Source: an optimization exercise on an open RTL-to-GDS flow (aim: small area). Production flows keep margins and buffers that such runs may drop. RTL that was checked went through simulation tests only; none was proved equivalent to the original.

==> inputs of run a <==
Design iir_biquad_axis, start of the top module:
module iir_biquad_axis #(
    parameter integer C_S_AXI_DATA_WIDTH = 32,
    parameter integer C_S_AXI_ADDR_WIDTH = 5,
    parameter integer DATA_WIDTH         = 32    
)(
    input  wire aclk,
    input  wire aresetn,    
    input  wire [DATA_WIDTH-1:0] s_axis_tdata,
    input  wire                  s_axis_tvalid,
    output wire                  s_axis_tready,
    input  wire                  s_axis_tlast,
    output wire [DATA_WIDTH-1:0] m_axis_tdata,
    output reg                   m_axis_tvalid,
    input  wire                  m_axis_tready,
    output reg                   m_axis_tlast,
    input  wire [C_S_AXI_ADDR_WIDTH-1:0] s_axi_awaddr,
    input  wire                          s_axi_awvalid,
    output wire                          s_axi_awready,
    input  wire [C_S_AXI_DATA_WIDTH-1:0] s_axi_wdata,
    input  wire [C_S_AXI_DATA_WIDTH/8-1:0] s_axi_wstrb,
    input  wire                          s_axi_wvalid,
    output wire                          s_axi_wready,
    output wire [1:0]                    s_axi_bresp,
    output wire                          s_axi_bvalid,
    input  wire                          s_axi_bready,
    input  wire [C_S_AXI_ADDR_WIDTH-1:0] s_axi_araddr,
    input  wire                          s_axi_arvalid,
    output wire                          s_axi_arready,
    output wire [C_S_AXI_DATA_WIDTH-1:0] s_axi_rdata,
    output wire [1:0]                    s_axi_rresp,
    output wire                          s_axi_rvalid,
    input  wire                          s_axi_rready
);
clock: 22.0 ns
lec_check: 0
abc_area: 1
cap_margin: 5
core_margin: 2
core_utilization: 40
cts_buf_list: sky130_fd_sc_hd__clkbuf_4
slew_margin: 5
synth_hierarchical: 1
run.sh (not shown) runs the stock make flow with config.mk's settings and CLKGATE_MAP_FILE= SYNTH_SCRIPT=/design/flow/synth_recipe.tcl, a recipe that flattens the netlist after the stock synthesis.
==> run b (differences from run a) <==
CORE_UTILIZATION = 60   (was 40)
CTS_CLUSTER_SIZE = 30   (was not set)
PLACE_DENSITY = 0.75   (was not set)
==> reports/metrics.yaml <==
clock_network:
  clk_latency_ns: 1.10
  path_clk_slew_ns: 0.06
global_route:
  antenna_found_initial: 17
  grt_pass1_wl_um: 445500
  grt_pass1_vias: 59818
outcome:
  outcome: "timing/DRC/antenna clean"
min_path:
  holdPathStages: 1
timing:
  fin_skew_ns: 0.06153
Source of the figures above: run a

==> reports/metrics.yaml <==
clock_network:
  postCtsSetupBuffers: 0
  clk_latency_ns: 1.12
outcome:
  outcome: "timing/DRC/antenna clean"
die:
  io_pins: 164
global_route:
  grt_pass1_vias: 61811
  antenna_found_initial: 13
  grt_pass1_wl_um: 451700
drt:
  wl_met2_um: 126900
timing:
  final-max-slew-violation-count: 0
  setup_viol_count_final: 0
  fin_skew_ns: 0.1638
min_path:
  holdPathStages: 2
Source of the figures above: run b


==> delta: inputs <==
Another version of the RTL of iir_biquad_axis (not shown whole).
export LEC_CHECK = 0
export ABC_AREA = 1
export CAP_MARGIN = 5
export CORE_MARGIN = 2
export CORE_UTILIZATION = 40
export CTS_BUF_LIST = sky130_fd_sc_hd__clkbuf_4
export SLEW_MARGIN = 5
export SYNTH_HIERARCHICAL = 1
create_clock -name core_clock -period 22.0 [get_ports {aclk}]
==> lagoon: changes against delta <==
CAP_MARGIN = 20   (was 5)
CTS_BUF_LIST = not set   (was sky130_fd_sc_hd__clkbuf_4)
SLEW_MARGIN = 20   (was 5)
==> summary.txt <==
status complete, no violations; r2r endpoint y_r[4]; Post-Place Worst Slack 0.500 ns; clk_skew 0.0676 ns; Reg2Reg Depth 55; Layout area overhead 8.32%; 1st-iter DRT viols 9337; wire per inst 36.6 um; CTS Buf Count 102; Hold Path Sink axi_wready; all-layer global routing usage 37.5%; Critical Path Start s_axis_tdata[0]; # clk buffers 140; DP Cell Count 8736; instance count on the critical path 48; fraction of area in registers 12.9%; Fin Hold WS 0.439 ns
the above is filed under delta

==> summary.txt <==
status complete, no violations; Reg2Reg Depth 54; wire per inst 37.1 um; Critical Path Start s_axis_tdata[17]; instance count on the critical path 49; DP Cell Count 8737; Hold Path Sink x2_r[9]; CTS Buf Count 45; fraction of area in registers 12.8%; all-layer global routing usage 37.5%
the above is filed under lagoon

Function was not checked in any run of this note: the RTL went through the layout flow alone.

==> inputs of tundra <==
Another version of the RTL of iir_biquad_axis (not shown whole).
==> flow/config.mk <==
export PLATFORM = sky130hd
export DESIGN_NAME = iir_biquad_axis
export DESIGN_NICKNAME = iir_biquad_axis
export VERILOG_FILES = /design/flow/design.v
export SDC_FILE = /design/flow/constraint.sdc
export NUM_CORES = 4
export LEC_CHECK = 0
export ABC_AREA = 1
export CAP_MARGIN = 5
export CORE_MARGIN = 2
export CORE_UTILIZATION = 40
export CTS_BUF_LIST = sky130_fd_sc_hd__clkbuf_4
export SLEW_MARGIN = 5
export SYNTH_HIERARCHICAL = 1
==> flow/constraint.sdc <==
create_clock -name core_clock -period 22.0 [get_ports {aclk}]
set_input_delay 4.4000 -clock core_clock [delete_from_list [all_inputs] [get_ports {aclk}]]
set_output_delay 4.4000 -clock core_clock [all_outputs]
set_load 0.01 [all_outputs]
standard.sh (not shown) runs the stock make flow with config.mk's settings and CLKGATE_MAP_FILE= SYNTH_SCRIPT=/design/flow/synth_recipe.tcl, a recipe that flattens the netlist after the stock synthesis.
==> flow/flow/run.sh <==
#!/bin/bash
# Layout flow: the standard flow (standard.sh), with
#  - the port buffers made from the smallest buffer cell (buf_1);
#  - clock tree synthesis with sink clusters of up to 5 flip-flops and no
#    dummy loads.
set -o pipefail
export BUFFER_PORTS_ARGS="-buffer_cell sky130_fd_sc_hd__buf_1"
export CTS_ARGS="-sink_clustering_enable -repair_clock_nets -buf_list sky130_fd_sc_hd__clkbuf_4 -sink_clustering_size 5 -sink_clustering_max_diameter 50 -dont_use_dummy_load"
bash standard.sh > standard.log 2>&1
==> inputs of zinc, as changes to tundra <==
--- a/flow/design.v
+++ b/flow/design.v
@@ -144,28 +144,29 @@
                 iir_benc u_enc (.c2(c2), .c1(c1), .c0(c0),
                                 .one_n(b_one_n[8*k + i]), .two_n(b_two_n[8*k + i]));
                 assign b_neg[8*k + i] = (k >= 3) ? ~c2 : c2;
             end
         end
     endgenerate
-    reg  [15:0] x1_l_n, x2_l_n, y2_l_n, y_l;
-    reg  [15:0] x1_r_n, x2_r_n, y2_r_n, y_r;
+    reg  [15:0] x1_l, x2_l, y2_l, y_l;
+    reg  [15:0] x1_r, x2_r, y2_r, y_r;
     wire [15:0] y1_l, y1_r, yn_l, yn_r;
     wire [33:0] acc_l, acc_r;
-    wire [15:0] xl_n = ~s_axis_tdata[31:16];
-    wire [15:0] xr_n = ~s_axis_tdata[15:0];
-    wire [15:0] y1_l_n = ~y1_l, y1_r_n = ~y1_r;
     always @(posedge aclk) begin
         if (core_reset) begin
-            x1_l_n <= 16'hffff; x2_l_n <= 16'hffff; y2_l_n <= 16'hffff; y_l <= 16'd0;
-            x1_r_n <= 16'hffff; x2_r_n <= 16'hffff; y2_r_n <= 16'hffff; y_r <= 16'd0;
+            x1_l <= 16'd0; x2_l <= 16'd0; y2_l <= 16'd0; y_l <= 16'd0;
+            x1_r <= 16'd0; x2_r <= 16'd0; y2_r <= 16'd0; y_r <= 16'd0;
         end else if (axis_fire) begin
-            x2_l_n <= x1_l_n; x1_l_n <= xl_n; y2_l_n <= y1_l_n; y_l <= yn_l;
-            x2_r_n <= x1_r_n; x1_r_n <= xr_n; y2_r_n <= y1_r_n; y_r <= yn_r;
+            x2_l <= x1_l; x1_l <= s_axis_tdata[31:16]; y2_l <= y1_l; y_l <= yn_l;
+            x2_r <= x1_r; x1_r <= s_axis_tdata[15:0];  y2_r <= y1_r; y_r <= yn_r;
         end
     end
+    wire [15:0] xl_n = ~s_axis_tdata[31:16];
+    wire [15:0] xr_n = ~s_axis_tdata[15:0];
+    wire [15:0] x1_l_n = ~x1_l, x2_l_n = ~x2_l, y1_l_n = ~y1_l, y2_l_n = ~y2_l;
+    wire [15:0] x1_r_n = ~x1_r, x2_r_n = ~x2_r, y1_r_n = ~y1_r, y2_r_n = ~y2_r;
     wire l_p1;
     wire l_p2;
     wire l_p3;
     wire l_p4;
     wire l_p5;
     wire l_p6;
==> flow/flow/run.sh (replaced) <==
#!/bin/bash
# Layout flow: the standard flow, with the port buffers made from the
# smallest buffer cell (buf_1) instead of the resizer's default choice.
set -o pipefail
export BUFFER_PORTS_ARGS="-buffer_cell sky130_fd_sc_hd__buf_1"
bash standard.sh > standard.log 2>&1
==> inputs of sierra, as changes to tundra <==
==> flow/flow/run.sh (replaced) <==
#!/bin/bash
# Layout flow: the standard flow, with the port buffers made from the
# smallest buffer cell (buf_1) instead of the resizer's default choice.
set -o pipefail
export BUFFER_PORTS_ARGS="-buffer_cell sky130_fd_sc_hd__buf_1"
bash standard.sh > standard.log 2>&1
==> summary.txt <==
* Status: complete, no violations
* Via count at 57923
* Grt met2 use at 0.5074
* Xor and xnor fraction of the mapped netlist area at 0.1751
* Inverters at 458
* Final wirelength at 310900 um
* WP data arrival at 21350 ps
* Worst Max-Slew Pin Slew at 1363 ps
* Crit path max-delay cell type: o21ai_2
[end of results for zinc]
==> summary.txt <==
* Status: complete, no violations
* Grt met2 use at 0.4947
* Crit path max-delay cell type: fa_1
* Xor and xnor fraction of the mapped netlist area at 0.1742
* Worst Max-Slew Pin Slew at 1338 ps
* Inverters at 383
* Via count at 57447
* Final wirelength at 304400 um
* Synth area leaders: fa_1 41%, xor2_1 17%, o22ai_1 11%
* WP data arrival at 21160 ps
[end of results for tundra]
==> summary.txt <==
* Worst Max-Slew Pin Slew at 1346 ps
* Status: complete, no violations
* Clock Latency Late Sink at 1180 ps
* Via count at 57442
* WP data arrival at 21210 ps
* Xor and xnor fraction of the mapped netlist area at 0.1742
* Post-synthesis mux area share at 0
* Crit path max-delay cell type: fa_1
* Grt met2 use at 0.4915
* M1 WL at 102900 um
* Final wirelength at 304500 um
[end of results for sierra]
The RTL of zinc was laid out without a check of its function.

==> inputs of 10-02 <==
iir_biquad_axis, a different RTL version from the one above (not shown whole).
Design iir_biquad_axis, start of the top module:
module iir_biquad_axis #(
    parameter integer C_S_AXI_DATA_WIDTH = 32,
    parameter integer C_S_AXI_ADDR_WIDTH = 5,
    parameter integer DATA_WIDTH         = 32    
)(
    input  wire aclk,
    input  wire aresetn,    
    input  wire [DATA_WIDTH-1:0] s_axis_tdata,
    input  wire                  s_axis_tvalid,
    output wire                  s_axis_tready,
    input  wire                  s_axis_tlast,
    output wire [DATA_WIDTH-1:0] m_axis_tdata,
    output reg                   m_axis_tvalid,
    input  wire                  m_axis_tready,
    output reg                   m_axis_tlast,
    input  wire [C_S_AXI_ADDR_WIDTH-1:0] s_axi_awaddr,
    input  wire                          s_axi_awvalid,
    output wire                          s_axi_awready,
    input  wire [C_S_AXI_DATA_WIDTH-1:0] s_axi_wdata,
    input  wire [C_S_AXI_DATA_WIDTH/8-1:0] s_axi_wstrb,
    input  wire                          s_axi_wvalid,
    output wire                          s_axi_wready,
    output wire [1:0]                    s_axi_bresp,
    output wire                          s_axi_bvalid,
    input  wire                          s_axi_bready,
    input  wire [C_S_AXI_ADDR_WIDTH-1:0] s_axi_araddr,
    input  wire                          s_axi_arvalid,
    output wire                          s_axi_arready,
    output wire [C_S_AXI_DATA_WIDTH-1:0] s_axi_rdata,
    output wire [1:0]                    s_axi_rresp,
    output wire                          s_axi_rvalid,
    input  wire                          s_axi_rready
);
    reg [31:0] reg_ctrl;
    reg [31:0] reg_b0;
    reg [31:0] reg_b1;
    reg [31:0] reg_b2;
    reg [31:0] reg_a1;
    reg [31:0] reg_a2;
    reg        axi_awready;
    reg        axi_wready;
    reg        axi_bvalid;
    reg        axi_arready;
    reg [31:0] axi_rdata;
    reg        axi_rvalid;
    assign s_axi_awready = axi_awready;
    assign s_axi_wready  = axi_wready;
  ...
export LEC_CHECK = 0
export ABC_AREA = 1
export CAP_MARGIN = 10
export CORE_MARGIN = 2
export CORE_UTILIZATION = 40
export CTS_BUF_LIST = sky130_fd_sc_hd__clkbuf_4
export SLEW_MARGIN = 5
export SYNTH_HIERARCHICAL = 1
create_clock -name core_clock -period 22.0 [get_ports {aclk}]
==> flow/flow/run.sh <==
#!/bin/bash
# Layout flow: the standard flow (standard.sh), with
#  - the port buffers made from the smallest buffer cell (buf_1);
#  - clock tree synthesis with sink clusters of up to 18 flip-flops and no
#    dummy loads.
set -o pipefail
export BUFFER_PORTS_ARGS="-buffer_cell sky130_fd_sc_hd__buf_1"
export CTS_ARGS="-sink_clustering_enable -repair_clock_nets -buf_list sky130_fd_sc_hd__clkbuf_8 -sink_clustering_size 18 -sink_clustering_max_diameter 80 -dont_use_dummy_load"
bash standard.sh > standard.log 2>&1
==> 10-20 (differences from 10-02) <==
==> flow/flow/run.sh (replaced) <==
#!/bin/bash
# Layout flow: the standard flow (standard.sh), with
#  - the port buffers made from the smallest buffer cell (buf_1);
#  - clock tree synthesis with sink clusters of up to 14 flip-flops and no
#    dummy loads.
set -o pipefail
export BUFFER_PORTS_ARGS="-buffer_cell sky130_fd_sc_hd__buf_1"
export CTS_ARGS="-sink_clustering_enable -repair_clock_nets -buf_list sky130_fd_sc_hd__clkbuf_8 -sink_clustering_size 14 -sink_clustering_max_diameter 70 -dont_use_dummy_load"
bash standard.sh > standard.log 2>&1
Settings changed: PLACE_DENSITY set to 0.65.
==> 02-19 (differences from 10-02) <==
==> flow/flow/run.sh (replaced) <==
#!/bin/bash
# Layout flow: the standard flow (standard.sh), with
#  - the port buffers made from the smallest buffer cell (buf_1);
#  - clock tree synthesis with sink clusters of up to 14 flip-flops and no
#    dummy loads.
set -o pipefail
export BUFFER_PORTS_ARGS="-buffer_cell sky130_fd_sc_hd__buf_1"
export CTS_ARGS="-sink_clustering_enable -repair_clock_nets -buf_list sky130_fd_sc_hd__clkbuf_8 -sink_clustering_size 14 -sink_clustering_max_diameter 70 -dont_use_dummy_load"
bash standard.sh > standard.log 2>&1
==> notes <==
Between 10-20 and 02-19, the lower via count is in 02-19 (gap 2.7%, measured against 02-19). Register-to-register slack is about the same in 02-19 and 10-02. The highest routed wire length belongs to 10-20, the lowest to 10-02. Sequential share of layout area, lowest first: 10-20, 02-19, 10-02. In synthesized area, 02-19 and 10-02 do not differ. Final cell count, lowest first: 10-02, 02-19, 10-20. In global-route usage, 02-19 and 10-02 hardly differ. Flip-flop and latch count is the same in 10-20 and 10-02. In die area, 10-20 and 10-02 do not differ.
==> figures <==
                                                                   10-02          10-20          02-19
Result of the run                               timing/DRC/antenna clean  timing/DRC/antenna clean  timing/DRC/antenna clean
Setup slack on the worst flop-to-flop path                       1750 ps        1750 ps        1750 ps
Sequential portion of the cell area                               13.55%         13.53%         13.53%
Number of buffers and inverters on the critical path                   6              5              6
Antenna diode count                                                   11             17             13
Critical R2R Capture                                             y_l[14]         y_l[9]         y_l[1]
Wire length on met1                                             99.10 mm       101.4 mm       99.01 mm
Clock tree cell share of total cell area                         0.6923%        0.8097%        0.8099%
Layout Cells excl Fill                                             8,487          8,499          8,495
Max incr delay on CP                                              600 ps         590 ps         600 ps
Met3 routed WL                                                  43.79 mm       45.38 mm       44.58 mm
Placed standard-cell area                                   0.06907 mm^2   0.06909 mm^2   0.06907 mm^2
Util after Layout                                                 42.13%         42.19%         42.18%
GRT Overall Usage                                                 33.72%         34.35%         33.74%
Non-clock buffer contribution to total cell area                  3.719%         3.731%         3.714%
Initial antenna violation count                                       15             22             14
Routability cong.                                                  1.068          1.096          1.068
Via count of the first global-routing pass                        58,520         59,900         58,540
Clock insertion delay at the later pin of the skew report         730 ps         830 ps         780 ps
Total wire length after detailed routing                        287.6 mm       293.4 mm       288.5 mm

==> static timing again, ports no longer ideal <==
In the flow no input, the clock included, has a driving cell. The finished layouts below were timed again as built, in two steps. Step 1 sets driving cells, clkbuf_16 on the clock port and buf_2 on the other inputs (assumed; they add their load-dependent delay and slew). Step 2, shift: input delay + t, output delay - t, t = (earliest + latest rising clock arrival at the registers) / 2. This alone moves slack from input paths to output paths. Three values: ideal, step 1, step 2; two values: the first two.
run	shift t [ns]	slack for setup (ns)	worst hold slack (ns)
run a	1.140	1.465 / 1.481 / 0.341	0.436 / 0.436 / 0.436
run b	1.114	1.424 / 1.478 / 0.364	0.410 / 0.410 / 0.410
delta	1.142	1.350 / 1.412 / 0.270	0.439 / 0.439 / 0.439
lagoon	0.752	1.020 / 1.072 / 0.321	0.412 / 0.412 / 0.412
tundra	1.059	1.827 / 1.827 / 1.827	0.440 / 0.440 / 0.440
zinc	1.146	1.701 / 1.701 / 1.701	0.408 / 0.408 / 0.408
sierra	1.190	1.785 / 1.785 / 1.785	0.421 / 0.421 / 0.421
10-02	0.750	1.752 / 1.752 / 1.752	0.462 / 0.462 / 0.462
10-20	0.829	1.747 / 1.747 / 1.747	0.446 / 0.446 / 0.446
02-19	0.790	1.755 / 1.755 / 1.755	0.458 / 0.458 / 0.458
After both steps setup and hold are still met in every run listed. The setup slack of run a, which loses most, moves by +0.016 ns with the drivers and by -1.124 ns with both steps.
